From an optimization exercise on the open Yosys and OpenROAD flow, aimed at small area; shortcuts taken in it are not production practice. The RTL was checked by simulation tests, not by an equivalence proof against the original design. Power is estimated from default activity; no workload was simulated. The clock port is modelled as an ideal driver; clocking choices that lean on that would not hold on a real chip.

$ cat config.mk
export PLATFORM = sky130hd
export DESIGN_NAME = router
export DESIGN_NICKNAME = router
export VERILOG_FILES = /design/flow/design.v
export SDC_FILE = /design/flow/constraint.sdc
export NUM_CORES = 8
export LEC_CHECK = 0
export CAP_MARGIN = 20
export CORE_MARGIN = 2
export CORE_UTILIZATION = 35
export SLEW_MARGIN = 30
$ cat constraint.sdc
create_clock -name core_clock -period 12.0 [get_ports {clock}]
set_input_delay 2.4000 -clock core_clock [delete_from_list [all_inputs] [get_ports {clock}]]
set_output_delay 2.4000 -clock core_clock [all_outputs]
set_load 0.01 [all_outputs]
$ cat design.v
`timescale 1ns/1ps
module ingress #(parameter SHARED = 0, parameter WRST = 0) (
    input clock, reset_n,
    input frame_n, valid_n, di,
    input granted,
    input start,                
    output reg pend,
    output reg [2:0] aq,
    output reg [4:0] w,
    output reg cur,
    output reg [31:0] ra, rb
);
    reg [1:0] ca;
    reg [2:0] ain;
    reg d1;
    wire last = !valid_n & frame_n;
    always @(posedge clock) begin
        ra <= {ra[30:0], (!valid_n & !cur) ? di : ra[31]};
        rb <= {rb[30:0], (!valid_n & cur) ? di : rb[31]};
        if (last) cur <= ~cur;
        if (!reset_n) begin
            ca <= 2'd0;
            d1 <= 1'b0;
            pend <= 1'b0;
        end else begin
            if (frame_n & valid_n) ca <= 2'd0;
            else if (!frame_n & valid_n & (ca != 2'd3)) begin
                ca <= ca + 2'd1;
                ain <= {di, ain[2:1]};
            end
            d1 <= last;
            if (d1) pend <= 1'b1;
            else if (granted) pend <= 1'b0;
        end
        if (d1) aq <= ain;
        if (SHARED) begin
            if (d1 | start | (WRST && !reset_n)) w <= 5'd0;
            else w <= w + 5'd1;
        end else begin
            if (d1) w <= 5'd0;
            else if (pend) w <= {2'b00, w[2:0] + 3'd1};
        end
    end
endmodule
`timescale 1ns/1ps
module selector #(parameter TWO = 1, parameter OWNQ = 1, parameter EXTCNT = 0,
                  parameter LIVE = 0) (
    input clock, reset_n, start,
    input [2:0] aq,             
    input [3:0] hd,             
    input [4:0] m,              
    input [4:0] w,              
    input rsel,                 
    input [31:0] ra, rb,
    output reg act,
    output [2:0] tq,
    output reg [3:0] ts,
    output stream
);
    reg [4:0] kp, cnt;
    reg rs;
    reg [2:0] tqr;
    always @(posedge clock) begin
        if (!reset_n) act <= 1'b0;
        else if (start) act <= 1'b1;
        else if (EXTCNT ? (w == 5'd31) : (cnt == 5'd0)) act <= 1'b0;
        if (start) begin
            tqr <= aq;
            ts <= hd;
            rs <= rsel;
            kp <= m + w[2:0];
            cnt <= 5'd31;
        end else begin
            cnt <= cnt - 5'd1;
        end
    end
    assign tq = OWNQ ? tqr : aq;
    wire [31:0] r = (TWO && (LIVE ? rsel : rs)) ? rb : ra;
    assign stream = r[kp];
endmodule
module selector_e #(parameter TH = 5) (
    input clock, reset_n,
    input pend, granted, st,    
    input we_q,                 
    input full_n,               
    input [2:0] aq,
    input [3:0] hd,             
    input [4:0] m,              
    input [4:0] w,
    input rsel,
    input [31:0] ra, rb,
    output act_e,
    output [2:0] tq_e,
    output [3:0] ts_e,
    output stream
);
    reg act, rs;
    reg [2:0] tqr;
    reg [3:0] ts;
    reg [4:0] kp, cnt;
    wire es = pend & (w[2:0] == TH) & (granted ? st : ~full_n);
    wire ns = st & (w[2:0] < TH);
    wire nx = ~granted & we_q;
    wire [3:0] ts_c = hd + {3'd0, nx};
    wire [4:0] kp_c = m + {2'd0, w[2:0]} + {3'd0, nx, 1'b0};
    always @(posedge clock) begin
        if (!reset_n) act <= 1'b0;
        else if (es | ns) act <= 1'b1;
        else if (cnt == 5'd0) act <= 1'b0;
        if (es | ns) begin
            tqr <= aq;
            ts <= ts_c;
            rs <= rsel;
            kp <= kp_c;
            cnt <= es ? 5'd30 : 5'd31;
        end else begin
            cnt <= cnt - 5'd1;
        end
    end
    assign act_e = act | es;
    assign tq_e = es ? aq : tqr;
    assign ts_e = es ? ts_c : ts;
    wire [31:0] r = (es ? rsel : rs) ? rb : ra;
    assign stream = r[es ? kp_c : kp];
endmodule
`timescale 1ns/1ps
module rf32 (
    input clock, x, clr,
    output r1
);
    reg [31:0] r;
    always @(posedge clock) r <= {r[30:2], r[1] & ~clr, r[0], r[31] | x};
    assign r1 = r[1];
endmodule
`timescale 1ns/1ps
module fifo3 (
    input clock, reset_n, init,
    input [7:0] req,            
    input [7:0] cq,             
    input [127:0] csd,          
    output we,
    output reg [3:0] head,
    output [4:0] m,             
    output full_n,              
    output dout, valido_n
);
    reg [3:0] tail;
    reg emp, emp_d;
    reg [4:0] M;
    wire pop, snd;
    wire full = (head == tail) & ~emp;
    assign we = (|req) & ~full;
    assign m = emp ? 5'd1 : M;
    wire [3:0] head_n = head + {3'd0, we};
    wire [3:0] tail_n = tail + {3'd0, pop};
    wire emp_n = (we && !pop) ? 1'b0 : (!we && pop && (tail + 4'd1 == head)) ? 1'b1 : emp;
    wire [4:0] M_n = we ? (emp ? 5'd2 : M + 5'd1) : M - 5'd1;
    assign full_n = (head_n == tail_n) & ~emp_n;
    always @(posedge clock) begin
        if (!reset_n) begin
            head <= 4'd0;
            tail <= 4'd0;
            emp <= 1'b1;
        end else begin
            head <= head_n;
            tail <= tail_n;
            emp <= emp_n;
        end
        M <= M_n;
        emp_d <= emp | ~reset_n;
    end
    egress e (.clock(clock), .reset_n(reset_n), .empty(emp_d), .pop(pop), .snd(snd),
        .valido_n(valido_n));
    wire [15:0] r1v;
    genvar s, c;
    generate
        for (s = 0; s < 16; s = s + 1) begin : g_s
            wire [7:0] hd;
            for (c = 0; c < 8; c = c + 1) begin : g_h
                assign hd[c] = cq[c] & csd[16*c + s];
            end
            wire x = |hd;
            wire clr = init | (snd & (tail == s));
            rf32 r (.clock(clock), .x(x), .clr(clr), .r1(r1v[s]));
        end
    endgenerate
    assign dout = r1v[tail];
endmodule
`timescale 1ns/1ps
module egress (
    input clock, reset_n, empty,
    output pop, snd, valido_n
);
    reg [5:0] ec;
    always @(posedge clock) begin
        if (!reset_n) ec <= 6'd0;
        else if (ec == 6'd0) ec <= empty ? 6'd0 : 6'd1;
        else if (ec == 6'd33) ec <= 6'd0;
        else ec <= ec + 6'd1;
    end
    assign pop = (ec == 6'd32);
    assign snd = (ec != 6'd0) & (ec != 6'd33);
    assign valido_n = ~snd;
endmodule
`timescale 1ns/1ps
module router(
    input clock, reset_n,
    input [7:0] frame_n, valid_n, di,
    output [7:0] dout, valido_n, frameo_n
);
    reg init;
    wire [39:0] wv;
    always @(posedge clock) if (!reset_n) init <= 1'b1; else if (wv[4:0] == 5'd31) init <= 1'b0;
    wire [7:0] pend, granted;
    wire [23:0] aq;
    wire [63:0] grant;            
    wire [7:0] we_all;
    wire [31:0] head_all;
    wire [39:0] m_all;
    wire [7:0] cact, cstr;
    wire [23:0] ctq;
    wire [31:0] cts;
    wire [63:0] reqv;             
    wire [7:0] fulln_all;
    wire [63:0] cq;               
    wire [127:0] csd;             
    genvar i, q, s, c;
    generate
        for (c = 0; c < 8; c = c + 1) begin : g_dec
            for (q = 0; q < 8; q = q + 1) begin : g_dq
                assign cq[8*c + q] = cact[c] & cstr[c] & (ctq[3*c +: 3] == q);
            end
            for (s = 0; s < 16; s = s + 1) begin : g_ds
                assign csd[16*c + s] = (cts[4*c +: 4] == s);
            end
        end
        for (i = 0; i < 8; i = i + 1) begin : g_in
            wire [31:0] ra, rb;
            wire cur;
            wire st;
            ingress #(.SHARED(i < 5), .WRST(i == 0)) ip (.clock(clock), .reset_n(reset_n), .frame_n(frame_n[i]),
                .valid_n(valid_n[i]), .di(di[i]), .granted(granted[i]), .start(st),
                .pend(pend[i]), .aq(aq[3*i +: 3]), .w(wv[5*i +: 5]), .cur(cur), .ra(ra), .rb(rb));
            wire [7:0] g, rq;
            assign granted[i] = |g;
            wire [3:0] hd;
            wire [4:0] m;
            for (q = 0; q < 8; q = q + 1) begin : g_g
                assign g[q] = grant[8*q + i];
                assign rq[q] = reqv[8*q + i];
            end
            assign st = |(g & we_all);
            sel8 #(.W(4)) sh (.s(rq), .d(head_all), .y(hd));
            sel8 #(.W(5)) sm (.s(rq), .d(m_all), .y(m));
            if (i < 6) begin : g_one
                selector #(.TWO(1), .OWNQ(i >= 5), .EXTCNT(i < 5), .LIVE(i < 4)) ch (.clock(clock), .reset_n(reset_n),
                    .start(st), .aq(aq[3*i +: 3]), .hd(hd), .m(m), .w(wv[5*i +: 5]),
                    .rsel(cur), .ra(rb), .rb(ra), .act(cact[i]), .tq(ctq[3*i +: 3]),
                    .ts(cts[4*i +: 4]), .stream(cstr[i]));
            end else begin : g_early
                selector_e #(.TH(i - 1)) ch (.clock(clock), .reset_n(reset_n),
                    .pend(pend[i]), .granted(granted[i]), .st(st), .we_q(|(rq & we_all)),
                    .full_n(|(rq & fulln_all)), .aq(aq[3*i +: 3]), .hd(hd), .m(m),
                    .w(wv[5*i +: 5]), .rsel(cur), .ra(rb), .rb(ra), .act_e(cact[i]),
                    .tq_e(ctq[3*i +: 3]), .ts_e(cts[4*i +: 4]), .stream(cstr[i]));
            end
        end
        for (q = 0; q < 8; q = q + 1) begin : g_q
            wire [7:0] req;
            for (i = 0; i < 8; i = i + 1) begin : g_r
                assign req[i] = pend[i] & (aq[3*i +: 3] == q);
            end
            for (i = 0; i < 8; i = i + 1) begin : g_w
                if (i == 0) assign grant[8*q] = req[0];
                else assign grant[8*q + i] = req[i] & ~|req[i-1:0];
            end
            assign reqv[8*q +: 8] = req;
            wire [7:0] cqq;
            for (c = 0; c < 8; c = c + 1) begin : g_c
                assign cqq[c] = cq[8*c + q];
            end
            fifo3 f (.clock(clock), .reset_n(reset_n), .init(init), .req(req),
                .cq(cqq), .csd(csd), .we(we_all[q]),
                .head(head_all[4*q +: 4]), .m(m_all[5*q +: 5]),
                .full_n(fulln_all[q]),
                .dout(dout[q]), .valido_n(valido_n[q]));
            assign frameo_n[q] = valido_n[q];
        end
    endgenerate
endmodule
module sel8 #(parameter W = 4) (
    input [7:0] s,
    input [8*W-1:0] d,
    output [W-1:0] y
);
    genvar b, q;
    generate
        for (b = 0; b < W; b = b + 1) begin : g_b
            wire [7:0] t;
            for (q = 0; q < 8; q = q + 1) begin : g_q
                assign t[q] = s[q] & d[W*q + b];
            end
            assign y[b] = |t;
        end
    endgenerate
endmodule
$ cat flow/run.sh
#!/bin/bash
# The standard layout (standard.sh), with two changes:
#  - synthesis maps the logic with an area-oriented ABC script
#    (strash; dch -f; amap -m) instead of ORFS's delay-oriented one; every step
#    before it, flip-flop mapping included, is unchanged, so the registers are
#    the standard synthesis's;
#  - the clock tree is built from sink clusters of up to 32 flip-flops within
#    80 um, driven by clkbuf_16, without dummy loads.
set -eo pipefail
rm -rf scripts_abc
cp -r "$FLOW_HOME/scripts" scripts_abc
printf 'strash\ndch -f\namap -m\n' > scripts_abc/abc_speed.script
export SCRIPTS_DIR="$PWD/scripts_abc"
export CTS_ARGS="-sink_clustering_enable -repair_clock_nets -sink_clustering_size 32 -sink_clustering_max_diameter 80 -buf_list sky130_fd_sc_hd__clkbuf_16 -dont_use_dummy_load"
bash standard.sh > standard.log 2>&1
$ cat standard.sh
#!/bin/bash
# synth_recipe.tcl (not shown) runs the flow's synth.tcl, then flattens the netlist and writes it again
# the make line also repeats each setting of config.mk as NAME=value (left out here)
make -C /OpenROAD-flow-scripts/flow DESIGN_CONFIG=/design/flow/config.mk WORK_HOME=/design/flow/orfs CLKGATE_MAP_FILE= SYNTH_SCRIPT=/design/flow/synth_recipe.tcl "${@:-finish}"
==> results of run 1 <==
==> worst reg2reg max path, delay by kind of cell, from the launching register on <==
family | cells | cell delay (ps)
AO/OA/AOI/OAI | 14 | 2460
adder cells (fa/ha/maj) | 2 | 570
buffers and inverters | 8 | 2640
flip-flops | 1 | 490
AND/OR/NAND/NOR | 8 | 3930
==> layout by cell type, fill, tap and decap left out, types with 21 or more instances in the layout <==
cell type	netlist	routed
dfxtp_1	4866	4866
o21ai_0	116	111
o221ai_1	150	150
or3_1	63	61
a211oi_1	21	21
o22a_1	92	92
or4_1	107	105
nand3_1	85	85
edfxtp_1	141	141
or2_0	66	57
clkdlybuf4s50_1	0	49
o32ai_1	26	26
nor2_1	386	378
a21oi_1	160	160
ha_1	164	164
o311a_1	130	130
a31oi_1	24	24
clkinv_1	483	481
nand2b_1	95	95
clkbuf_16	0	199
buf_4	24	179
o22ai_1	856	848
nor4_1	126	125
a22oi_1	199	199
nand4_1	132	132
a221oi_1	94	94
nand2_1	224	224
nor3_1	127	127
==> area by class of cell <==
| class | count | area [sq um] | area share, % |
|---|---|---|---|
| repair buffers | 256 | 2190 | 1.56 |
| well taps | 4794 | 6000 | 4.27 |
| inverters | 483 | 1820 | 1.29 |
| flip-flops and latches | 5007 | 102000 | 72.4 |
| clock buffers | 199 | 4980 | 3.54 |
| diodes | 13 | 32.5 | 0.0232 |
| multi-input cells | 3597 | 23800 | 17.0 |
==> kinds of logic after synthesis <==
kind of cell / count (synthesis) / synth area share [%]
compound gates: 1975 / 11.0
buf+inv: 507 / 1.57
flops: 5007 / 79.9
xor+xnor: 4 / 0.0275
simple gates: 1444 / 5.80
fa+ha+maj: 174 / 1.77
==> power groups by stage <==
stage | Clock (mW) | Sequential (mW) | Combinational (mW)
6_report | 7.57 | 17.2 | 0.826
5_1_grt | 8.41 | 17.3 | 0.902
4_1_cts | 7.88 | 17.2 | 0.810
3_5_place_dp | 0 | 17.6 | 0.806
3_3_place_gp | 0 | 17.6 | 0.755
2_1_floorplan | 0 | 17.5 | 0.519
==> state kept, by name, indices dropped and copies added, names as in the netlist, 10 cells and up <==
| register | cells |
|---|---|
| g_in.g_one.ch.kp | 30 |
| g_in.g_one.ch.ts | 24 |
| g_in.g_early.ch.cnt | 10 |
| g_q.f.M | 40 |
| g_q.f.tail | 32 |
| g_q.f.head | 32 |
| g_in.ip.ca | 16 |
| g_in.g_early.ch.kp | 10 |
| g_in.ip.ain | 24 |
| g_q.f.e.ec | 48 |
| g_q.f.g_s.r.r | 4096 |
| g_in.ip.aq | 24 |
| g_in.ip.rb | 256 |
| g_in.ip.w | 34 |
| g_in.ip.ra | 256 |
==> worst paths after layout <==
kind                                                   endpoint  slack, ps  cells past startpoint
worst max-delay path            g_q[6].f.g_s[12].r.r[0]$_DFF_P_       1790                     32
worst min-delay path            g_q[1].f.g_s[4].r.r[15]$_DFF_P_        240                      0
worst max register to register  g_q[6].f.g_s[12].r.r[0]$_DFF_P_       1790                     32
worst min register to register  g_q[1].f.g_s[4].r.r[15]$_DFF_P_        240                      0
==> routing by layer <==
layer,routed length [um],part of all wire (%)
met5,60,0.017
met4,22300,6.2
met3,25900,7.2
met2,150000,42
met1,162000,45
==> stage by stage <==
stage               power [mW]  instance area (sq um)  instances
detailed placement        18.4                 135000      14100
CTS                       25.9                 140000      14300
finish                    25.6                 140000      14300
global placement          18.3                 135000      14100
global route              26.6                 140000      14300
floorplan                 18.0                 127000       9111
==> results.json, run 1 <==
{
  "io_buffers": 49,
  "synthTopCellsByCount": "4866 x dfxtp_1, 856 x o22ai_1, 483 x clkinv_1",
  "ant_nets": 0,
  "path_max_fanout": 33,
  "vias": 73200,
  "swShare_pct": 20.9,
  "synthCells": 9111,
  "grt_use_total_pct": 18.9,
  "antenna_found_initial": 26,
  "area_growth_pct": 10.4,
  "vias_per_cell": 5.10,
  "synth_top_area_share_pct": 76.5,
  "ctsHoldBuffers": 0,
  "irDropWorstVdd_uv": 133,
  "fp.coreArea_sq_um": 362000,
  "cp_top_family": "simple AND/OR/NAND/NOR gates",
  "synth_top_area_cell": "dfxtp_1",
  "final_util_pct": 38.8,
  "p_per_area_nw_per_um2": 182,
  "start_util_pct": 35.1,
  "clk_pin_slew_ps": 110,
  "cap_violations": 0,
  "die_y_um": 607,
  "startpoint": "g_in[2].ip.aq[0]$_DFFE_PP_",
  "seq_area_frac_synth_pct": 79.9,
  "synthTopCellsByArea": "dfxtp_1 77%, o22ai_1 4.2%, edfxtp_1 3.3%",
  "first_pass_iters": 6,
  "drive_above_1_share_pct": 4.63,
  "r2r-start": "g_in[2].ip.aq[0]$_DFFE_PP_",
  "crit_top_cell": "clkinv_1",
  "timing.hold.ws_ps": 239,
  "tritoncts": "built",
  "pre_cts_ws_ps": 2130,
  "cts-resized-gates": 0,
  "grt_util_met1_pct": 26.0,
  "fin_crit_ps": 10210,
  "holdCritPathClass": "reg2reg",
  "comb_power_share_pct": 3.2,
  "cp-start-kind": "flip-flop",
  "p_switching_mw": 5.36,
  "grtUsageMet3_pct": 3.47,
  "seq_power_share_pct": 67.2,
  "globalplace.congestion": 1.02,
  "path_buf_inv": 8,
  "grt_pass1_wl_um": 501000,
  "num_rows": 221,
  "fill_cells": 33800,
  "status": "no timing/DRC/antenna violations",
  "min-delay-start": "g_q[1].f.g_s[4].r.r[14]$_DFF_P_",
  "yosys.cell_types.count": 48,
  "busiest_layer": "met2",
  "post-synth-top-count-cell": "dfxtp_1",
  "finalHoldViolCount": 0,
  "dieArea_sq_um": 368000,
  "rsz0062_at_grt": "no",
  "worst_slack_ps": 1790,
  "wl_um": 360000,
  "cts.sinks": 5007,
  "cts_max_path_buffers": 4,
  "synth_fp_nets": 9311,
  "slew_headroom_pct": 19.7,
  "synth_seq_cells": 5007,
  "overflow": 0,
  "drc": 0,
  "cts_buffers": 199,
  "worstSetupEndpointType": "flip-flop",
  "h-tree-depth": 4,
  "netlist_area_sq_um": 127000,
  "final.setup.tns_ps": 0,
  "syn_avg_cell_area_sq_um": 14.0,
  "grt_pass1_vias": 69800,
  "min_period_over_period_pct": 85.1,
  "io_pins": 50,
  "finalClockSkew_ps": 127,
  "post-cts-setup-buffers": 0,
  "first_iter_violations": 8273,
  "wl_per_cell_um": 25.1,
  "grt_max_degree": 68,
  "critPathRequiredTime_ps": 12740,
  "ys.flop_type": "dfxtp_1",
  "die_w_um": 607,
  "clockRootBuffer": "clkbuf_16",
  "clock_latency_ps": 970,
  "slew_violations": 0,
  "tightest_slew_ps": 1200,
  "critPathSlowestCell": "nor4_1",
  "dp_hpwl_um": 252000,
  "synth_edf_count": 141,
  "fmax_mhz": 97.9,
  "p_int_mw": 20.2,
  "max_stage_delay_ps": 980,
  "critPathKind": "reg2reg",
  "p_leak_nw": 51.9,
  "ys_async_sr_fraction_pct": 0,
  "critical_path_arrival_ps": 10950,
  "setup_viol": 0,
  "power_frac_clock_pct": 29.6,
  "use_met2_pct": 28.3,
  "layout.nets": 9744,
  "ys.warnings.count": 12
}
==> inputs of run 2 (changes only) <==
--- a/flow/run.sh
+++ b/flow/run.sh
@@ -13,3 +13,3 @@
 export SCRIPTS_DIR="$PWD/scripts_abc"
-export CTS_ARGS="-sink_clustering_enable -repair_clock_nets -sink_clustering_size 32 -sink_clustering_max_diameter 80 -buf_list sky130_fd_sc_hd__clkbuf_16 -dont_use_dummy_load"
+export CTS_ARGS="-sink_clustering_enable -repair_clock_nets -sink_clustering_size 34 -sink_clustering_max_diameter 75 -buf_list sky130_fd_sc_hd__clkbuf_16 -dont_use_dummy_load"
 bash standard.sh > standard.log 2>&1
--- a/config.mk
+++ b/config.mk
@@ -9,3 +9,3 @@
 export CORE_MARGIN = 2
-export CORE_UTILIZATION = 35
+export CORE_UTILIZATION = 45
 export SLEW_MARGIN = 30
==> results.json, run 2 <==
{
  "tightest_slew_ps": 1270,
  "critPathRequiredTime_ps": 12700,
  "place_inst": 13100,
  "critPathKind": "reg2reg",
  "final.setup.tns_ps": 0,
  "grt_pass1_wl_um": 506000,
  "largest_register_ffs": 4096,
  "ctsHoldBuffers": 0,
  "cts_max_path_buffers": 4,
  "slew_headroom_pct": 15.0,
  "synth.mux.area_fraction_pct": 0,
  "worst_slack_ps": 1960,
  "min-delay-start": "g_q[3].f.g_s[0].r.r[27]$_DFF_P_",
  "layout_common_cells": "4866 x dfxtp_1, 852 x o22ai_1, 481 x clkinv_1",
  "synth-simple-area-share_pct": 5.80,
  "cts_buffers": 198,
  "largest-register": "g_q.f.g_s.r.r",
  "synthXorXnorAreaFrac_pct": 0.0275,
  "ys.flop_type": "dfxtp_1",
  "netlist_area_sq_um": 127000,
  "finalHoldViolCount": 0,
  "fmax_mhz": 99.6,
  "io_pins": 50,
  "r2r-start": "g_in[3].ip.aq[0]$_DFFE_PP_",
  "synth_edf_count": 141,
  "grt_max_degree": 88,
  "start_util_pct": 45.2,
  "drc": 0,
  "vias_per_cell": 5.49,
  "whs_path_depth": 0,
  "cp-start-kind": "flip-flop",
  "first_iter_violations": 6659,
  "vias": 73100,
  "setup_viol": 0,
  "wl_um": 363000,
  "hold_end": "g_q[3].f.g_s[0].r.r[28]$_DFF_P_",
  "cap_violations": 0,
  "io_buffers": 49,
  "cts-resized-gates": 0,
  "synthTopCellsByCount": "4866 x dfxtp_1, 856 x o22ai_1, 483 x clkinv_1",
  "pre_cts_ws_ps": 2110,
  "globalplace.congestion": 1.05,
  "ant_nets": 0,
  "irDropWorstVdd_uv": 161,
  "post-synth-top-count-cell": "dfxtp_1",
  "min_period_over_period_pct": 83.6,
  "synth_top_area_cell": "dfxtp_1",
  "dp_hpwl_um": 257000,
  "area_growth_pct": 9.35,
  "die_w_um": 536,
  "ys.warnings.count": 12,
  "overflow": 0,
  "fp.coreArea_sq_um": 282000,
  "critPathSlowestCell": "nor4_1",
  "drive_above_1_share_pct": 4.76,
  "cts.sinks": 5007,
  "synthAdderAreaFrac_pct": 1.77,
  "critical_path_arrival_ps": 10740,
  "synthCells": 9111,
  "holdCritPathClass": "reg2reg",
  "wl_per_cell_um": 27.3,
  "grt_use_total_pct": 24.6,
  "finalClockSkew_ps": 140,
  "status": "no timing/DRC/antenna violations",
  "h-tree-depth": 4,
  "post-cts-setup-buffers": 0,
  "synth_fp_nets": 9311,
  "reg2reg_depth": 32,
  "synth_seq_cells": 5007,
  "mostFrequentLayoutCell": "dfxtp_1",
  "top_regs": "g_q.f.g_s.r.r x4096, g_in.ip.ra x256, g_in.ip.rb x256",
  "synthTopCellsByArea": "dfxtp_1 77%, o22ai_1 4.2%, edfxtp_1 3.3%",
  "worstSetupEndpointType": "flip-flop",
  "grt_pass1_vias": 69400,
  "worst_r2r_endpoint": "g_q[2].f.g_s[15].r.r[0]$_DFF_P_",
  "antenna_found_initial": 44,
  "dieArea_sq_um": 287000,
  "syn_avg_cell_area_sq_um": 14.0,
  "first_pass_iters": 6,
  "tritoncts": "built",
  "rsz0062_at_grt": "no",
  "die_y_um": 536,
  "crit_top_cell": "o22ai_1",
  "layout.nets": 9756,
  "clockRootBuffer": "clkbuf_16",
  "timing.hold.ws_ps": 274,
  "fin_crit_ps": 10040,
  "synth-compound-area-share_pct": 11.0,
  "ys_async_sr_fraction_pct": 0,
  "max_stage_delay_ps": 650,
  "slew_violations": 0,
  "p_per_area_nw_per_um2": 184,
  "yosys.cell_types.count": 48,
  "synth_top_area_share_pct": 76.5,
  "rrSetupSlack_ps": 1960,
  "finalNonFillerCells": 13300,
  "num_rows": 195,
  "seq_area_frac_synth_pct": 79.9,
  "path_max_fanout": 19,
  "synth_top_family_by_area": "compound AO/OA/AOI/OAI gates",
  "clock_latency_ps": 930,
  "clk_pin_slew_ps": 110,
  "p_leak_nw": 51.9
}
## run 2: cell count changes in the layout (fill, tap and decap cells not counted), sizes merged
| cell | before | now |
|---|---|---|
| clkbuf | 199 | 200 |
| diode | 13 | 12 |
| buf | 207 | 218 |
## run 2: layout make-up
class | instances | area, sq um
Sequential cell | 5007 | 102000
Timing Repair Buffer | 269 | 2240
Antenna cell | 12 | 30.0
Clock buffer | 198 | 4950
Inverter | 483 | 1820
Fill cell | 24200 | 143000
Tap cell | 3743 | 4680
Multi-Input combinational cell | 3597 | 23800
## run 2: cells by family after synthesis
group | count (synthesis)
AOI/OAI and AO/OA | 1975
xor gates and xnor gates | 4
adders and majority gates | 174
buffers and inverters | 507
DFF | 5007
and+or+nand+nor | 1444
## run 2: per-stage QoR
stage | power, mW | util [%] | area [sq um]
after floorplan | 18.0 | - | 127000
after detailed placement | 18.4 | 47.6 | 134000
after global routing | 26.5 | 49.4 | 139000
after global placement | 18.3 | 47.5 | 134000
after CTS | 25.8 | 49.3 | 139000
final | 25.5 | 49.4 | 139000
## run 2: how the worst max path moves through the flow
stage                                    start                         endpoint  slack (ps)  cells after the start
global placement    g_in[0].ip.aq[0]$_DFFE_PP_   g_q[1].f.g_s[3].r.r[0]$_DFF_P_        2350                     32
floorplan           g_in[3].ip.aq[1]$_DFFE_PP_  g_q[5].f.g_s[10].r.r[0]$_DFF_P_        1460                     28
detailed placement  g_in[0].ip.aq[0]$_DFFE_PP_   g_q[2].f.g_s[2].r.r[0]$_DFF_P_        2110                     33
finish              g_in[3].ip.aq[0]$_DFFE_PP_  g_q[2].f.g_s[15].r.r[0]$_DFF_P_        1960                     32
global route        g_in[0].ip.aq[0]$_DFFE_PP_  g_q[2].f.g_s[15].r.r[0]$_DFF_P_        1420                     34
CTS                 g_in[0].ip.aq[0]$_DFFE_PP_  g_q[2].f.g_s[15].r.r[0]$_DFF_P_        2130                     33
## run 2: power by group
group          switching [mW]  leakage [nW]  internal (mW)
combinational           0.505          8.80          0.305
clock                    4.57          2.44           2.97
sequential              0.248          40.7           17.0
total                    5.32          51.9           20.2
## run 2: worst max-delay path, delay by kind of cell, from the launching register on
family                     cells  cell delay [ps]
and+or+nand+nor                9             3990
AOI/OAI and AO/OA             14             2690
buffers and inverters          7             2010
adders and majority gates      2              750
DFF                            1              480
## run 2: layer usage
layer	track usage [%]	share of wire [%]	vias up
met5	0	0.015	-
met3	4.50	6.6	823
met2	36.7	42	2871
met1	34.3	45	35800
li1	-	-	33500
met4	12.7	6.0	8
==> inputs of run 3 (changes only) <==
--- a/flow/run.sh
+++ b/flow/run.sh
@@ -13,3 +13,3 @@
 export SCRIPTS_DIR="$PWD/scripts_abc"
-export CTS_ARGS="-sink_clustering_enable -repair_clock_nets -sink_clustering_size 34 -sink_clustering_max_diameter 75 -buf_list sky130_fd_sc_hd__clkbuf_16 -dont_use_dummy_load"
+export CTS_ARGS="-sink_clustering_enable -repair_clock_nets -sink_clustering_size 36 -sink_clustering_max_diameter 70 -buf_list sky130_fd_sc_hd__clkbuf_16 -dont_use_dummy_load"
 bash standard.sh > standard.log 2>&1
--- a/config.mk
+++ b/config.mk
@@ -9,3 +9,4 @@
 export CORE_MARGIN = 2
-export CORE_UTILIZATION = 45
+export CORE_UTILIZATION = 50
+export GPL_TIMING_DRIVEN = 0
 export SLEW_MARGIN = 30
==> results.json, run 3 <==
{
  "status": "no timing/DRC/antenna violations",
  "die_y_um": 509,
  "synth_top_area_share_pct": 76.5,
  "synthTopCellsByCount": "4866 x dfxtp_1, 856 x o22ai_1, 483 x clkinv_1",
  "slew_violations": 0,
  "final.setup.tns_ps": 0,
  "worstSetupEndpointType": "flip-flop",
  "rsz0062_at_grt": "no",
  "synth_fp_nets": 9311,
  "io_pins": 50,
  "dieArea_sq_um": 259000,
  "irDropWorstVdd_uv": 158,
  "post_dp_cell_area_sq_um": 133000,
  "start_util_pct": 50.2,
  "synthCells": 9111,
  "seq_area_frac_synth_pct": 79.9,
  "power_mw": 25.2,
  "io_buffers": 49,
  "grt_pass1_vias": 67700,
  "post-route-cell-area_sq_um": 138000,
  "ys_async_sr_fraction_pct": 0,
  "netlist_area_sq_um": 127000,
  "ys.flop_type": "dfxtp_1",
  "first_iter_violations": 6228,
  "overflow": 0,
  "wl_um": 320000,
  "clk_pin_slew_ps": 120,
  "layout.nets": 9641,
  "tightest_slew_ps": 1190,
  "first_pass_iters": 7,
  "cts_max_path_buffers": 3,
  "grt_use_total_pct": 24.2,
  "layout_common_cells": "4866 x dfxtp_1, 845 x o22ai_1, 471 x clkinv_1",
  "p_leak_nw": 51.4,
  "tritoncts": "built",
  "clockRootBuffer": "clkbuf_16",
  "drc": 0,
  "synthTopCellsByArea": "dfxtp_1 77%, o22ai_1 4.2%, edfxtp_1 3.3%",
  "fill_cells": 20800,
  "cp-start-kind": "flip-flop",
  "ctsHoldBuffers": 0,
  "top_regs": "g_q.f.g_s.r.r x4096, g_in.ip.ra x256, g_in.ip.rb x256",
  "syn_avg_cell_area_sq_um": 14.0,
  "ant_nets": 0,
  "num_rows": 185,
  "path_buf_inv": 6,
  "finalClockSkew_ps": 145,
  "largest-register": "g_q.f.g_s.r.r",
  "cp_top_family": "simple AND/OR/NAND/NOR gates",
  "crit_top_cell": "a21oi_1",
  "clock_latency_ps": 890,
  "p_per_area_nw_per_um2": 182,
  "min_period_over_period_pct": 98.0,
  "ys.warnings.count": 12,
  "timing.hold.ws_ps": 245,
  "setup_viol": 0,
  "antenna_found_initial": 19,
  "fmax_mhz": 85.1,
  "vias_per_cell": 5.54,
  "synth_seq_cells": 5007,
  "grt_pass1_wl_um": 457000,
  "cts_buffers": 184,
  "drive_above_1_share_pct": 4.65,
  "cts.sinks": 5007,
  "synth_top_area_cell": "dfxtp_1",
  "wl_per_cell_um": 25.0,
  "fin_crit_ps": 11760,
  "critPathSlowestCell": "or4_1",
  "critPathRequiredTime_ps": 12620,
  "globalplace.congestion": 0.988,
  "path_max_fanout": 32,
  "post-synth-top-count-cell": "dfxtp_1",
  "grt_max_degree": 81,
  "synth_edf_count": 141,
  "vias": 71100,
  "yosys.cell_types.count": 48,
  "slew_headroom_pct": 20.3,
  "fp.coreArea_sq_um": 254000,
  "area_growth_pct": 8.59,
  "largest_register_ffs": 4096,
  "h-tree-depth": 4,
  "critical_path_arrival_ps": 12380,
  "mostFrequentLayoutCell": "dfxtp_1",
  "holdCritPathClass": "reg2reg",
  "finalHoldViolCount": 0,
  "dp_hpwl_um": 222000,
  "max_stage_delay_ps": 850,
  "multiInputGateArea_sq_um": 24300,
  "critPathKind": "reg2reg",
  "regArea_sq_um": 102000,
  "cap_violations": 0,
  "die_w_um": 509
}
==> run 3: cell counts after synthesis <==
Identical to the previous run, type by type.
==> run 3: through the flow <==
step	setup WS [ps]	util [%]	std cells
after global placement	-7140	52.0	12500
final	244	54.5	12800
after global routing	26.5	54.5	12800
after detailed placement	-1060	52.5	12600
after CTS	21.2	54.3	12800
after floorplan	1460	-	9111
==> run 3: final timing paths <==
check             slack (ps)                             end  cells after the start                           start
setup / recovery         240  g_q[5].f.g_s[9].r.r[0]$_DFF_P_                     33      g_in[3].ip.aq[0]$_DFFE_PP_
hold / removal           240  g_q[5].f.g_s[9].r.r[1]$_DFF_P_                      0  g_q[5].f.g_s[9].r.r[0]$_DFF_P_
setup reg to reg         240  g_q[5].f.g_s[9].r.r[0]$_DFF_P_                     33      g_in[3].ip.aq[0]$_DFFE_PP_
hold reg to reg          240  g_q[5].f.g_s[9].r.r[1]$_DFF_P_                      0  g_q[5].f.g_s[9].r.r[0]$_DFF_P_
==> run 3: where the power goes <==
| group | internal [mW] | leakage [nW] | switching [mW] |
|---|---|---|---|
| clock | 2.76 | 2.27 | 4.47 |
| sequential | 17.0 | 40.7 | 0.251 |
| combinational | 0.300 | 8.49 | 0.480 |
==> run 3: logic make-up (layout without fill, tap and decap cells) <==
logic type / after synthesis / count (layout) / synth area share, %
compound gates: 1975 / 1975 / 11.0
xor+xnor: 4 / 4 / 0.0275
fa+ha+maj: 174 / 174 / 1.77
buf+inv: 507 / 835 / 1.57
flops: 5007 / 5007 / 79.9
other cells: 0 / 13 / 0
simple gates: 1444 / 1444 / 5.80
==> run 3: cell type report <==
class                           instances  area share, %
Clock buffer                          184           3.33
Buffer                                 24          0.130
Inverter                              483           1.34
Antenna cell                           13         0.0235
Sequential cell                      5007           73.6
Timing Repair Buffer                  144          0.981
Multi-Input combinational cell       3597           17.6
Tap cell                             3366           3.05
==> run 3: worst register-to-register path, delay by kind of cell (launching register included) <==
kind / cells / cell delay [ps]
fa+ha+maj: 2 / 600
simple gates: 11 / 4780
compound gates: 14 / 3400
flops: 1 / 680
buf+inv: 6 / 2080
==> run 3: routing by layer <==
metal | wire, um | part of all wire (%) | up-vias | track usage (%)
met4 | 17700 | 5.5 | 8 | 11.7
met3 | 20000 | 6.2 | 715 | 4.54
met1 | 146000 | 46 | 34600 | 33.6
met2 | 136000 | 43 | 2437 | 36.3
li1 | - | - | 33300 | -
met5 | 44 | 0.014 | - | 0
==> run 3: what timing repair did <==
action,CTS,global route
pin swaps,1,4
endpoints found under the setup margin,128,125
resized for setup,13,18
gates cloned,0,0
buffers inserted,1,7
==> inputs of run 4 (changes only) <==
--- a/config.mk
+++ b/config.mk
@@ -10,3 +10,2 @@
 export CORE_UTILIZATION = 50
-export GPL_TIMING_DRIVEN = 0
 export SLEW_MARGIN = 30
==> results.json, run 4 <==
{
  "clock_latency_ps": 870,
  "largest-register": "g_q.f.g_s.r.r",
  "status": "no timing/DRC/antenna violations",
  "mostFrequentLayoutCell": "dfxtp_1",
  "holdCritPathClass": "reg2reg",
  "cts-resized-gates": 0,
  "h-tree-depth": 4,
  "layout_common_cells": "4866 x dfxtp_1, 852 x o22ai_1, 481 x clkinv_1",
  "place_inst": 12700,
  "die_w_um": 509,
  "dieArea_sq_um": 259000,
  "p_per_area_nw_per_um2": 184,
  "fp.coreArea_sq_um": 254000,
  "synth_top_area_share_pct": 76.5,
  "overflow": 0,
  "slew_headroom_pct": 21.0,
  "power_frac_clock_pct": 29.0,
  "top_regs": "g_q.f.g_s.r.r x4096, g_in.ip.ra x256, g_in.ip.rb x256",
  "globalplace.congestion": 1.05,
  "drive_above_1_share_pct": 4.33,
  "path_max_fanout": 16,
  "grt_pass1_vias": 68000,
  "dp_hpwl_um": 243000,
  "grtUsageMet3_pct": 6.12,
  "irDropWorstVdd_uv": 191,
  "cts_buffers": 190,
  "post-cts-setup-buffers": 0,
  "cp-start-kind": "flip-flop",
  "largest_register_ffs": 4096,
  "io_buffers": 49,
  "drc": 0,
  "critical_path_arrival_ps": 10810,
  "num_rows": 185,
  "grt_max_degree": 97,
  "worst_slack_ps": 1850,
  "layout.nets": 9719,
  "seq_area_frac_synth_pct": 79.9,
  "critPathSlowestCell": "o22ai_1",
  "synthCells": 9111,
  "ys_async_sr_fraction_pct": 0,
  "post_dp_cell_area_sq_um": 133000,
  "first_iter_violations": 8071,
  "worstSetupEndpointType": "flip-flop",
  "rsz0062_at_grt": "no",
  "vias": 73300,
  "finalNonFillerCells": 12900,
  "min_period_over_period_pct": 84.6,
  "grt_pass1_wl_um": 483000,
  "p_int_mw": 20.1,
  "synth_fp_nets": 9311,
  "clk_pin_slew_ps": 120,
  "swShare_pct": 20.8,
  "comb_power_share_pct": 3.2,
  "yosys.cell_types.count": 48,
  "min-delay-start": "g_q[1].f.g_s[4].r.r[0]$_DFF_P_",
  "synth_edf_count": 141,
  "cts.sinks": 5007,
  "max_stage_delay_ps": 770,
  "p_leak_nw": 51.7,
  "syn_avg_cell_area_sq_um": 14.0,
  "ys.warnings.count": 12,
  "fmax_mhz": 98.5,
  "critPathRequiredTime_ps": 12660,
  "ctsHoldBuffers": 0,
  "cts_max_path_buffers": 3,
  "ant_nets": 0,
  "synthTopCellsByCount": "4866 x dfxtp_1, 856 x o22ai_1, 483 x clkinv_1",
  "first_pass_iters": 10,
  "synth_seq_cells": 5007,
  "pre_cts_ws_ps": 2140,
  "grt_use_total_pct": 25.9,
  "ys.flop_type": "dfxtp_1",
  "clockRootBuffer": "clkbuf_16",
  "final.setup.tns_ps": 0,
  "start_util_pct": 50.2,
  "post-route-cell-area_sq_um": 138000,
  "tritoncts": "built",
  "io_pins": 50,
  "wl_um": 344000,
  "wl_per_cell_um": 26.7,
  "cap_violations": 0,
  "worst_r2r_endpoint": "g_q[6].f.g_s[6].r.r[0]$_DFF_P_",
  "vias_per_cell": 5.68,
  "tightest_slew_ps": 1180,
  "area_growth_pct": 8.65,
  "critPathKind": "reg2reg",
  "busiest_layer": "met2",
  "slew_violations": 0,
  "hold_end": "g_q[1].f.g_s[4].r.r[1]$_DFF_P_",
  "finalClockSkew_ps": 134,
  "whs_path_depth": 0,
  "crit_top_cell": "clkinv_1",
  "use_met2_pct": 37.6,
  "seq_power_share_pct": 67.8,
  "synth_top_area_cell": "dfxtp_1",
  "die_y_um": 509,
  "netlist_area_sq_um": 127000,
  "antenna_found_initial": 30,
  "setup_viol": 0,
  "r2r-start": "g_q[5].f.tail[1]$_SDFF_PN0_",
  "timing.hold.ws_ps": 240,
  "reg2reg_depth": 27,
  "fin_crit_ps": 10150,
  "finalHoldViolCount": 0,
  "post-synth-top-count-cell": "dfxtp_1",
  "synthTopCellsByArea": "dfxtp_1 77%, o22ai_1 4.2%, edfxtp_1 3.3%",
  "grt_util_met1_pct": 36.3,
  "rrSetupSlack_ps": 1850,
  "fill_cells": 20700,
  "p_switching_mw": 5.27
}
-- run 4: kinds of logic (layout without fill, tap and decap cells) --
group,Yosys count,after routing,synth area share [%]
flops,5007,5007,79.9
simple gates,1444,1444,5.80
fa+ha+maj,174,174,1.77
buf+inv,507,913,1.57
other cells,0,15,0
xor+xnor,4,4,0.0275
compound gates,1975,1975,11.0
-- run 4: how the worst max path moves through the flow --
| stage | startpoint | endpoint | slack [ps] | depth (start not counted) |
|---|---|---|---|---|
| floorplan | g_in[3].ip.aq[1]$_DFFE_PP_ | g_q[5].f.g_s[10].r.r[0]$_DFF_P_ | 1460 | 28 |
| global placement | g_in[5].ip.pend$_SDFFE_PN0P_ | g_q[4].f.g_s[6].r.r[0]$_DFF_P_ | 2190 | 29 |
| detailed placement | g_q[5].f.tail[1]$_SDFF_PN0_ | g_q[4].f.g_s[5].r.r[0]$_DFF_P_ | 2140 | 27 |
| CTS | g_in[0].ip.aq[0]$_DFFE_PP_ | g_q[6].f.g_s[6].r.r[0]$_DFF_P_ | 2100 | 28 |
| global route | g_q[5].f.tail[1]$_SDFF_PN0_ | g_q[6].f.g_s[6].r.r[0]$_DFF_P_ | 1400 | 27 |
| finish | g_q[5].f.tail[1]$_SDFF_PN0_ | g_q[6].f.g_s[6].r.r[0]$_DFF_P_ | 1850 | 27 |
-- run 4: final cells by class --
class                   count  area (sq um)  share of cell area, %
diodes                     15          37.5                 0.0271
inverters                 483          1820                   1.31
well taps                3366          4210                   3.05
repair buffers            240          2030                   1.47
multi-input cells        3597         23800                   17.2
flip-flops and latches   5007        102000                   73.5
clock buffers             190          4750                   3.44
-- run 4: layer usage --
| metal | wire [um] | up-vias | share of wire (%) |
|---|---|---|---|
| met4 | 20100 | 10 | 5.8 |
| met5 | 103 | - | 0.030 |
| met1 | 154000 | 35600 | 45 |
| met2 | 142000 | 3230 | 41 |
| li1 | - | 33500 | - |
| met3 | 27400 | 923 | 8.0 |
-- run 4: power by group through the flow --
stage	registers, mW	logic, mW	clock network, mW
2_1_floorplan	17.5	0.519	0
3_3_place_gp	17.6	0.751	0
3_5_place_dp	17.6	0.786	0
4_1_cts	17.2	0.791	7.59
5_1_grt	17.3	0.891	8.13
6_report	17.2	0.812	7.36
-- run 4: through the flow --
| step | utilization (%) | total power, mW |
|---|---|---|
| finish | 54.5 | 25.4 |
| floorplan | - | 18.0 |
| detailed placement | 52.6 | 18.4 |
| CTS | 54.4 | 25.6 |
| global route | 54.5 | 26.3 |
| global placement | 52.5 | 18.3 |
-- run 4: critical path, delay by kind of cell, from the launching register on --
kind | cells | cell delay [ps]
adder cells (fa/ha/maj) | 2 | 660
AO/OA/AOI/OAI | 13 | 3350
AND/OR/NAND/NOR | 6 | 2790
buffers and inverters | 6 | 2470
flip-flops | 1 | 700
==> inputs of run 5 (changes only) <==
--- a/flow/run.sh
+++ b/flow/run.sh
@@ -6,4 +6,6 @@
 #    the standard synthesis's;
-#  - the clock tree is built from sink clusters of up to 32 flip-flops within
-#    80 um, driven by clkbuf_16, without dummy loads.
+#  - the clock tree is built from sink clusters of up to 36 flip-flops within
+#    70 um, each driven by a clkbuf_16, without dummy loads.
+# Each tool's full output is in ORFS's own logs (orfs/logs); standard.sh's in
+# standard.log.
 set -eo pipefail
--- a/config.mk
+++ b/config.mk
@@ -10,2 +10,2 @@
 export CORE_UTILIZATION = 50
-export SLEW_MARGIN = 30
+export SLEW_MARGIN = 20
==> results.json, run 5 <==
{
  "setup_viol": 0,
  "critPathSlowestCell": "o22ai_1",
  "cap_violations": 0,
  "largest_register_ffs": 4096,
  "synth_fp_nets": 9311,
  "post_dp_cell_area_sq_um": 133000,
  "power_mw": 25.4,
  "io_pins": 50,
  "critical_path_arrival_ps": 10840,
  "layout.nets": 9698,
  "worstSetupEndpointType": "flip-flop",
  "synth_top_area_cell": "dfxtp_1",
  "grt_use_total_pct": 26.0,
  "vias_per_cell": 5.67,
  "start_util_pct": 50.2,
  "place_inst": 12700,
  "largest-register": "g_q.f.g_s.r.r",
  "slew_headroom_pct": 12.7,
  "layout_common_cells": "4866 x dfxtp_1, 851 x o22ai_1, 481 x clkinv_1",
  "grt_max_degree": 97,
  "die_y_um": 509,
  "fin_crit_ps": 10140,
  "yosys.cell_types.count": 48,
  "p_per_area_nw_per_um2": 184,
  "ctsHoldBuffers": 0,
  "finalHoldViolCount": 0,
  "min_period_over_period_pct": 84.5,
  "critPathRequiredTime_ps": 12700,
  "dp_hpwl_um": 241000,
  "seq_area_frac_synth_pct": 79.9,
  "area_growth_pct": 8.47,
  "p_leak_nw": 51.6,
  "clk_pin_slew_ps": 110,
  "cp-start-kind": "flip-flop",
  "dieArea_sq_um": 259000,
  "top_regs": "g_q.f.g_s.r.r x4096, g_in.ip.ra x256, g_in.ip.rb x256",
  "finalClockSkew_ps": 187,
  "finalNonFillerCells": 12900,
  "tritoncts": "built",
  "ys_async_sr_fraction_pct": 0,
  "status": "no timing/DRC/antenna violations",
  "synthTopCellsByCount": "4866 x dfxtp_1, 856 x o22ai_1, 483 x clkinv_1",
  "cp_top_family": "compound AO/OA/AOI/OAI gates",
  "cts.sinks": 5007,
  "synthCells": 9111,
  "critPathKind": "reg2reg",
  "grt_pass1_wl_um": 484000,
  "tightest_slew_ps": 1310,
  "rsz0062_at_grt": "no",
  "irDropWorstVdd_uv": 164,
  "mostFrequentLayoutCell": "dfxtp_1",
  "post-cts-setup-buffers": 0,
  "path_max_fanout": 16,
  "grt_pass1_vias": 68200,
  "ys.flop_type": "dfxtp_1",
  "synth_edf_count": 141,
  "ys.warnings.count": 12,
  "synth_seq_cells": 5007,
  "path_buf_inv": 6,
  "cts_max_path_buffers": 3,
  "io_buffers": 49,
  "cts-resized-gates": 0,
  "worst_slack_ps": 1860,
  "fp.coreArea_sq_um": 254000,
  "wl_um": 345000,
  "synthTopCellsByArea": "dfxtp_1 77%, o22ai_1 4.2%, edfxtp_1 3.3%",
  "drc": 0,
  "crit_top_cell": "clkinv_1",
  "slew_violations": 0,
  "globalplace.congestion": 1.05,
  "holdCritPathClass": "reg2reg",
  "post-synth-top-count-cell": "dfxtp_1",
  "ant_nets": 0,
  "syn_avg_cell_area_sq_um": 14.0,
  "post-route-cell-area_sq_um": 138000,
  "clockRootBuffer": "clkbuf_16",
  "final.setup.tns_ps": 0,
  "fmax_mhz": 98.6,
  "pre_cts_ws_ps": 2130,
  "first_iter_violations": 8229,
  "overflow": 0,
  "first_pass_iters": 9,
  "drive_above_1_share_pct": 4.01,
  "netlist_area_sq_um": 127000,
  "synth_top_area_share_pct": 76.5,
  "max_stage_delay_ps": 800,
  "h-tree-depth": 4,
  "wl_per_cell_um": 26.7,
  "antenna_found_initial": 31,
  "die_w_um": 509,
  "cts_buffers": 190,
  "clock_latency_ps": 940,
  "vias": 73000,
  "num_rows": 185
}
==> run 5: stage by stage <==
step	util [%]	hold WS (ps)
detailed placement	52.5	312
finish	54.4	248
floorplan	-	310
global placement	52.5	309
CTS	54.4	231
global route	54.4	234
==> run 5: area by class of cell <==
type | instances | area [sq um]
diodes | 19 | 47.5
fillers | 20800 | 116000
flip-flops and latches | 5007 | 102000
inverters | 483 | 1820
clock buffers | 190 | 4750
well taps | 3366 | 4210
multi-input cells | 3597 | 23800
repair buffers | 219 | 1820
==> run 5: power breakdown <==
part	internal [mW]	total, mW	switching, mW
combinational	0.304	0.805	0.501
sequential	17.0	17.2	0.247
clock	2.84	7.36	4.52
==> run 5: final timing paths <==
path / endpoint / slack, ps / from / cells after the start
hold reg to reg: g_q[6].f.g_s[7].r.r[24]$_DFF_P_ / 250 / g_q[6].f.g_s[7].r.r[23]$_DFF_P_ / 0
setup reg to reg: g_q[4].f.g_s[5].r.r[0]$_DFF_P_ / 1860 / g_q[5].f.tail[1]$_SDFF_PN0_ / 27
hold / removal: g_q[6].f.g_s[7].r.r[24]$_DFF_P_ / 250 / g_q[6].f.g_s[7].r.r[23]$_DFF_P_ / 0
setup / recovery: g_q[4].f.g_s[5].r.r[0]$_DFF_P_ / 1860 / g_q[5].f.tail[1]$_SDFF_PN0_ / 27
==> run 5: per-layer routing <==
metal	track usage (%)	share of wire, %	up-vias
met5	0	0.021	-
met4	13.6	6.0	4
met3	6.08	8.0	913
met1	36.4	45	35400
li1	-	-	33500
met2	37.4	41	3259
==> run 5: logic make-up after synthesis <==
kind of cell | Yosys count | share of synthesized area (%)
xor+xnor | 4 | 0.0275
fa+ha+maj | 174 | 1.77
flops | 5007 | 79.9
buf+inv | 507 | 1.57
compound gates | 1975 | 11.0
simple gates | 1444 | 5.80
==> inputs of run 6 (changes only) <==
--- a/config.mk
+++ b/config.mk
@@ -10,2 +10,2 @@
 export CORE_UTILIZATION = 50
-export SLEW_MARGIN = 20
+export SLEW_MARGIN = 30
==> results.json, run 6 <==
{
  "finalClockSkew_ps": 134,
  "critPathRequiredTime_ps": 12660,
  "antenna_found_initial": 30,
  "slew_violations": 0,
  "status": "no timing/DRC/antenna violations",
  "start_util_pct": 50.2,
  "drive_above_1_share_pct": 4.33,
  "layout_common_cells": "4866 x dfxtp_1, 852 x o22ai_1, 481 x clkinv_1",
  "die_y_um": 509,
  "setup_viol": 0,
  "dp_hpwl_um": 243000,
  "ys.flop_type": "dfxtp_1",
  "synth_fp_nets": 9311,
  "fill_cells": 20700,
  "worstSetupEndpointType": "flip-flop",
  "synth_top_area_cell": "dfxtp_1",
  "io_buffers": 49,
  "cts_max_path_buffers": 3,
  "synth_top_area_share_pct": 76.5,
  "p_per_area_nw_per_um2": 184,
  "synth_edf_count": 141,
  "grt_use_total_pct": 25.9,
  "slew_headroom_pct": 21.0,
  "critical_path_arrival_ps": 10810,
  "num_rows": 185,
  "seq_area_frac_synth_pct": 79.9,
  "yosys.cell_types.count": 48,
  "tightest_slew_ps": 1180,
  "layout.nets": 9719,
  "netlist_area_sq_um": 127000,
  "syn_avg_cell_area_sq_um": 14.0,
  "power_mw": 25.4,
  "holdCritPathClass": "reg2reg",
  "fp.coreArea_sq_um": 254000,
  "ant_nets": 0,
  "cts_buffers": 190,
  "cp-start-kind": "flip-flop",
  "globalplace.congestion": 1.05,
  "largest_register_ffs": 4096,
  "critPathKind": "reg2reg",
  "post-cts-setup-buffers": 0,
  "finalNonFillerCells": 12900,
  "clockRootBuffer": "clkbuf_16",
  "vias": 73300,
  "clk_pin_slew_ps": 120,
  "synthTopCellsByCount": "4866 x dfxtp_1, 856 x o22ai_1, 483 x clkinv_1",
  "tritoncts": "built",
  "dieArea_sq_um": 259000,
  "min_period_over_period_pct": 84.6,
  "wl_per_cell_um": 26.7,
  "post-synth-top-count-cell": "dfxtp_1",
  "grt_pass1_wl_um": 483000,
  "place_inst": 12700,
  "synth_seq_cells": 5007,
  "ys_async_sr_fraction_pct": 0,
  "cts.sinks": 5007,
  "startpoint": "g_q[5].f.tail[1]$_SDFF_PN0_",
  "r2r-start": "g_q[5].f.tail[1]$_SDFF_PN0_",
  "io_pins": 50,
  "die_w_um": 509,
  "cts-resized-gates": 0,
  "timing.hold.ws_ps": 240,
  "grt_pass1_vias": 68000,
  "fmax_mhz": 98.5,
  "synthCells": 9111,
  "final_util_pct": 54.5,
  "ys.warnings.count": 12,
  "grt_max_degree": 97,
  "min-delay-start": "g_q[1].f.g_s[4].r.r[0]$_DFF_P_",
  "mostFrequentLayoutCell": "dfxtp_1",
  "largest-register": "g_q.f.g_s.r.r",
  "cap_violations": 0,
  "top_regs": "g_q.f.g_s.r.r x4096, g_in.ip.ra x256, g_in.ip.rb x256",
  "clock_latency_ps": 870,
  "fin_crit_ps": 10150,
  "drc": 0,
  "final.setup.tns_ps": 0,
  "finalHoldViolCount": 0,
  "rsz0062_at_grt": "no",
  "h-tree-depth": 4,
  "vias_per_cell": 5.68,
  "first_iter_violations": 8071,
  "overflow": 0,
  "synthTopCellsByArea": "dfxtp_1 77%, o22ai_1 4.2%, edfxtp_1 3.3%",
  "path_max_fanout": 16,
  "p_leak_nw": 51.7,
  "first_pass_iters": 10,
  "area_growth_pct": 8.65,
  "irDropWorstVdd_uv": 191,
  "ctsHoldBuffers": 0,
  "wl_um": 344000
}
[run 6: cell types whose count changed in the layout (fill, tap and decap cells not counted), sizes merged]
cell	change
buf	+20
diode	-4
clkbuf	+1
[run 6: metal layers]
layer / part of all wire, % / wire length, um / vias up / global-route usage (%)
met1: 45 / 154000 / 35600 / 36.3
met3: 8.0 / 27400 / 923 / 6.12
li1: - / - / 33500 / -
met4: 5.8 / 20100 / 10 / 12.8
met2: 41 / 142000 / 3230 / 37.6
met5: 0.030 / 103 / - / 0.0926
[run 6: stage by stage]
stage / setup slack, ps / area, sq um
after global placement: 2190 / 133000
final: 1850 / 138000
after global routing: 1400 / 138000
after CTS: 2100 / 138000
after detailed placement: 2140 / 133000
after floorplan: 1460 / 127000
[run 6: final cells by class]
type                    instances  area (sq um)  area share [%]
inverters                     483          1820            1.31
repair buffers                240          2030            1.47
diodes                         15          37.5          0.0271
clock buffers                 190          4750            3.44
well taps                    3366          4210            3.05
flip-flops and latches       5007        102000            73.5
multi-input cells            3597         23800            17.2
[run 6: report_power, final]
part           total (mW)  internal (mW)  switching (mW)  leakage, nW
clock                7.36           2.84            4.52         2.34
sequential           17.2           17.0           0.245         40.7
combinational       0.812          0.306           0.506         8.68
[run 6: path summary, 6_finish.rpt]
check                           cells past startpoint  slack (ps)                             end
worst min register to register                      0         240  g_q[1].f.g_s[4].r.r[1]$_DFF_P_
worst max register to register                     27        1850  g_q[6].f.g_s[6].r.r[0]$_DFF_P_
worst min-delay path                                0         240  g_q[1].f.g_s[4].r.r[1]$_DFF_P_
worst max-delay path                               27        1850  g_q[6].f.g_s[6].r.r[0]$_DFF_P_
[run 6: cell families (layout without fill, tap and decap cells)]
group | count (synthesis) | after routing | synth area share (%)
buf+inv | 507 | 913 | 1.57
compound gates | 1975 | 1975 | 11.0
flops | 5007 | 5007 | 79.9
xor+xnor | 4 | 4 | 0.0275
simple gates | 1444 | 1444 | 5.80
fa+ha+maj | 174 | 174 | 1.77
other cells | 0 | 15 | 0
[run 6: critical path: stages, from the launching register on]
cell,delay (ps)
dfxtp_1,700
clkinv_1,560
a221oi_1,450
nand4_1,250
o41ai_1,120
buf_4,240
clkinv_1,540
ha_1,460
ha_1,200
a21oi_1,240
a21oi_1,100
or4_1,630
o22ai_1,270
nor4_1,90
o21ai_1,130
buf_4,240
clkinv_1,450
o22ai_1,770
clkinv_1,440
a221oi_1,350
a31oi_1,60
a21oi_1,200
o22ai_1,110
o21ai_0,340
or2_0,600
or3_1,690
o221ai_1,210
or4_1,530
==> inputs of run 7 (changes only) <==
--- a/design.v
+++ b/design.v
@@ -19,3 +19,4 @@
         rb <= {rb[30:0], (!valid_n & cur) ? di : rb[31]};
-        if (last) cur <= ~cur;
+        if (!reset_n) cur <= 1'b0;
+        else if (last) cur <= ~cur;
         if (!reset_n) begin
==> results.json, run 7 <==
{
  "grt_pass1_wl_um": 487000,
  "synth_fp_nets": 9333,
  "die_w_um": 509,
  "num_rows": 185,
  "die_y_um": 509,
  "multiInputGateArea_sq_um": 23800,
  "layout_common_cells": "4871 x dfxtp_1, 839 x o22ai_1, 497 x clkinv_1",
  "h-tree-depth": 4,
  "layout.nets": 9741,
  "critPathSlowestCell": "or4_1",
  "cts_buffers": 193,
  "fin_crit_ps": 9700,
  "clock_latency_ps": 930,
  "synthTopCellsByCount": "4874 x dfxtp_1, 845 x o22ai_1, 499 x clkinv_1",
  "slew_violations": 0,
  "mostFrequentLayoutCell": "dfxtp_1",
  "yosys.cell_types.count": 50,
  "rsz0062_at_grt": "no",
  "holdCritPathClass": "reg2reg",
  "ant_nets": 0,
  "cts_max_path_buffers": 3,
  "min_period_over_period_pct": 80.8,
  "regArea_sq_um": 102000,
  "tightest_slew_ps": 1200,
  "critPathRequiredTime_ps": 12710,
  "r2r-start": "g_in[3].ip.aq[0]$_DFFE_PP_",
  "cp-start-kind": "flip-flop",
  "hold_end": "g_q[7].f.g_s[9].r.r[3]$_DFF_P_",
  "ys.flop_type": "dfxtp_1",
  "p_per_area_nw_per_um2": 184,
  "synth-simple-area-share_pct": 5.77,
  "tritoncts": "built",
  "fill_cells": 20700,
  "critical_path_arrival_ps": 10410,
  "synth.mux.area_fraction_pct": 0,
  "clk_pin_slew_ps": 120,
  "globalplace.congestion": 1.03,
  "seq_area_frac_synth_pct": 79.8,
  "status": "no timing/DRC/antenna violations",
  "wl_per_cell_um": 26.6,
  "grt_use_total_pct": 26.0,
  "area_growth_pct": 8.71,
  "synthXorXnorAreaFrac_pct": 0.0275,
  "synth_edf_count": 133,
  "irDropWorstVdd_uv": 176,
  "finalClockSkew_ps": 166,
  "final_util_pct": 54.5,
  "post-cts-setup-buffers": 0,
  "synth-compound-area-share_pct": 11.0,
  "grt_max_degree": 84,
  "max_stage_delay_ps": 700,
  "synth_top_area_cell": "dfxtp_1",
  "comb_power_share_pct": 3.2,
  "reg2reg_depth": 32,
  "ys_async_sr_fraction_pct": 0,
  "io_pins": 50,
  "cts-resized-gates": 0,
  "whs_path_depth": 0,
  "worst_r2r_endpoint": "g_q[7].f.g_s[0].r.r[0]$_DFF_P_",
  "vias": 72900,
  "drive_above_1_share_pct": 4.38,
  "start_util_pct": 50.2,
  "synthAdderAreaFrac_pct": 1.76,
  "syn_avg_cell_area_sq_um": 13.9,
  "post-synth-top-count-cell": "dfxtp_1",
  "pre_cts_ws_ps": 2550,
  "netlist_area_sq_um": 127000,
  "min-delay-start": "g_q[7].f.g_s[9].r.r[2]$_DFF_P_",
  "antenna_found_initial": 35,
  "p_switching_mw": 5.32,
  "fp.coreArea_sq_um": 254000,
  "ctsHoldBuffers": 0,
  "first_pass_iters": 6,
  "timing.hold.ws_ps": 236,
  "cts.sinks": 5007,
  "setup_viol": 0,
  "swShare_pct": 20.8,
  "largest_register_ffs": 4096,
  "cap_violations": 0,
  "synthCells": 9134,
  "power_frac_clock_pct": 29.1,
  "io_buffers": 49,
  "wl_um": 344000,
  "dp_hpwl_um": 242000,
  "grt_pass1_vias": 69500,
  "worstSetupEndpointType": "flip-flop",
  "overflow": 0,
  "synth_seq_cells": 5007,
  "synth_top_family_by_area": "compound AO/OA/AOI/OAI gates",
  "rrSetupSlack_ps": 2300,
  "largest-register": "g_q.f.g_s.r.r",
  "synth_top_area_share_pct": 76.7,
  "fmax_mhz": 103,
  "finalHoldViolCount": 0,
  "worst_slack_ps": 2300,
  "slew_headroom_pct": 19.9,
  "final.setup.tns_ps": 0,
  "first_iter_violations": 7227,
  "p_leak_nw": 51.7,
  "path_max_fanout": 31,
  "p_int_mw": 20.2,
  "drc": 0,
  "ys.warnings.count": 12,
  "top_regs": "g_q.f.g_s.r.r x4096, g_in.ip.ra x256, g_in.ip.rb x256",
  "clockRootBuffer": "clkbuf_16",
  "critPathKind": "reg2reg",
  "seq_power_share_pct": 67.7,
  "vias_per_cell": 5.64,
  "synthTopCellsByArea": "dfxtp_1 77%, o22ai_1 4.2%, edfxtp_1 3.1%",
  "dieArea_sq_um": 259000
}
[run 7: cell types whose count changed in the layout (fill, tap and decap cells not counted), moves of 6 or more]
cell / before / now
a221oi_1: 94 / 81
a22o_1: 18 / 25
a31oi_1: 24 / 17
clkinv_1: 481 / 497
edfxtp_1: 141 / 133
nand2_1: 224 / 234
nor2_1: 385 / 393
nor3_1: 127 / 113
o221ai_1: 150 / 167
o22a_1: 92 / 98
o22ai_1: 852 / 839
or2_0: 48 / 59
or2_1: 14 / 8
[run 7: final cells by class]
cell class	count	area share, %
clock buffers	193	3.49
flip-flops and latches	5007	73.4
diodes	15	0.0271
repair buffers	237	1.46
well taps	3366	3.04
inverters	499	1.36
multi-input cells	3604	17.2
[run 7: logic make-up (layout without fill, tap and decap cells)]
logic type,count (synthesis),in the layout
AOI/OAI and AO/OA,1982,1982
xor gates and xnor gates,4,4
adders and majority gates,173,173
buffers and inverters,523,929
DFF,5007,5007
other,0,15
and+or+nand+nor,1445,1445
[run 7: power by group through the flow]
| stage | combinational (mW) | sequential [mW] | clock, mW |
|---|---|---|---|
| floorplan | 0.541 | 17.6 | 0 |
| global placement | 0.766 | 17.6 | 0 |
| detailed placement | 0.806 | 17.6 | 0 |
| CTS | 0.810 | 17.3 | 7.65 |
| global route | 0.905 | 17.3 | 8.17 |
| finish | 0.818 | 17.3 | 7.42 |
[run 7: layer usage]
layer	routed length, um	global-route usage [%]
met1	153000	35.7
met2	147000	39.0
met3	24400	5.71
met4	19100	12.6
met5	181	0.0926
[run 7: worst max path at each step]
stage	endpoint	slack (ps)	depth (start not counted)	startpoint
global placement	g_q[7].f.g_s[0].r.r[0]$_DFF_P_	2640	31	g_q[5].f.tail[1]$_SDFF_PN0_
global route	g_q[7].f.g_s[7].r.r[0]$_DFF_P_	1790	32	g_in[3].ip.aq[0]$_DFFE_PP_
detailed placement	g_q[7].f.g_s[7].r.r[0]$_DFF_P_	2550	31	g_q[5].f.tail[1]$_SDFF_PN0_
CTS	g_q[7].f.g_s[7].r.r[0]$_DFF_P_	2470	32	g_in[3].ip.aq[0]$_DFFE_PP_
finish	g_q[7].f.g_s[0].r.r[0]$_DFF_P_	2300	32	g_in[3].ip.aq[0]$_DFFE_PP_
floorplan	g_q[7].f.g_s[0].r.r[0]$_DFF_P_	1680	27	g_in[1].ip.aq[1]$_DFFE_PP_
[run 7: stage by stage]
stage / area, sq um / instances / total power, mW
2_1_floorplan: 127000 / 9134 / 18.1
4_1_cts: 138000 / 12900 / 25.7
3_5_place_dp: 133000 / 12700 / 18.5
5_1_grt: 138000 / 12900 / 26.4
3_3_place_gp: 133000 / 12700 / 18.4
6_report: 138000 / 12900 / 25.5
[run 7: worst max-delay path, delay by kind of cell, from the launching register on]
kind,cells,cell delay (ps)
AND/OR/NAND/NOR,9,3790
buffers and inverters,7,2280
adder cells (fa/ha/maj),2,410
AO/OA/AOI/OAI,14,2540
flip-flops,1,470

[re-timing with driven ports]
The flow's constraints put no driver on any port. The routed layouts listed below were extracted and timed again, unchanged, in two steps. Step 1 assumes that a clkbuf_16 drives the clock port and a buf_2 every other input. Step 2 times the ports against the registers' clock, not the clock port: input delays grow and output delays shrink by t, the midpoint of the rising clock arrivals with the driver on. Slacks: ideal / step 1 / step 2; pairs: ideal / step 1.
run	t, ns	setup WS [ns]	cell pins on the clock port's net
run 1	0.990	1.789 / 1.789 / 1.789	1
run 2	0.962	1.964 / 1.964 / 1.964	1
run 3	0.922	0.244 / 0.244 / 0.244	1
run 4	0.932	1.848 / 1.848 / 1.848	1
run 5	0.934	1.859 / 1.859 / 1.859	1
run 6	0.932	1.848 / 1.848 / 1.848	1
run 7	0.928	2.302 / 2.302 / 2.302	1
After both steps every run listed still meets setup and hold.
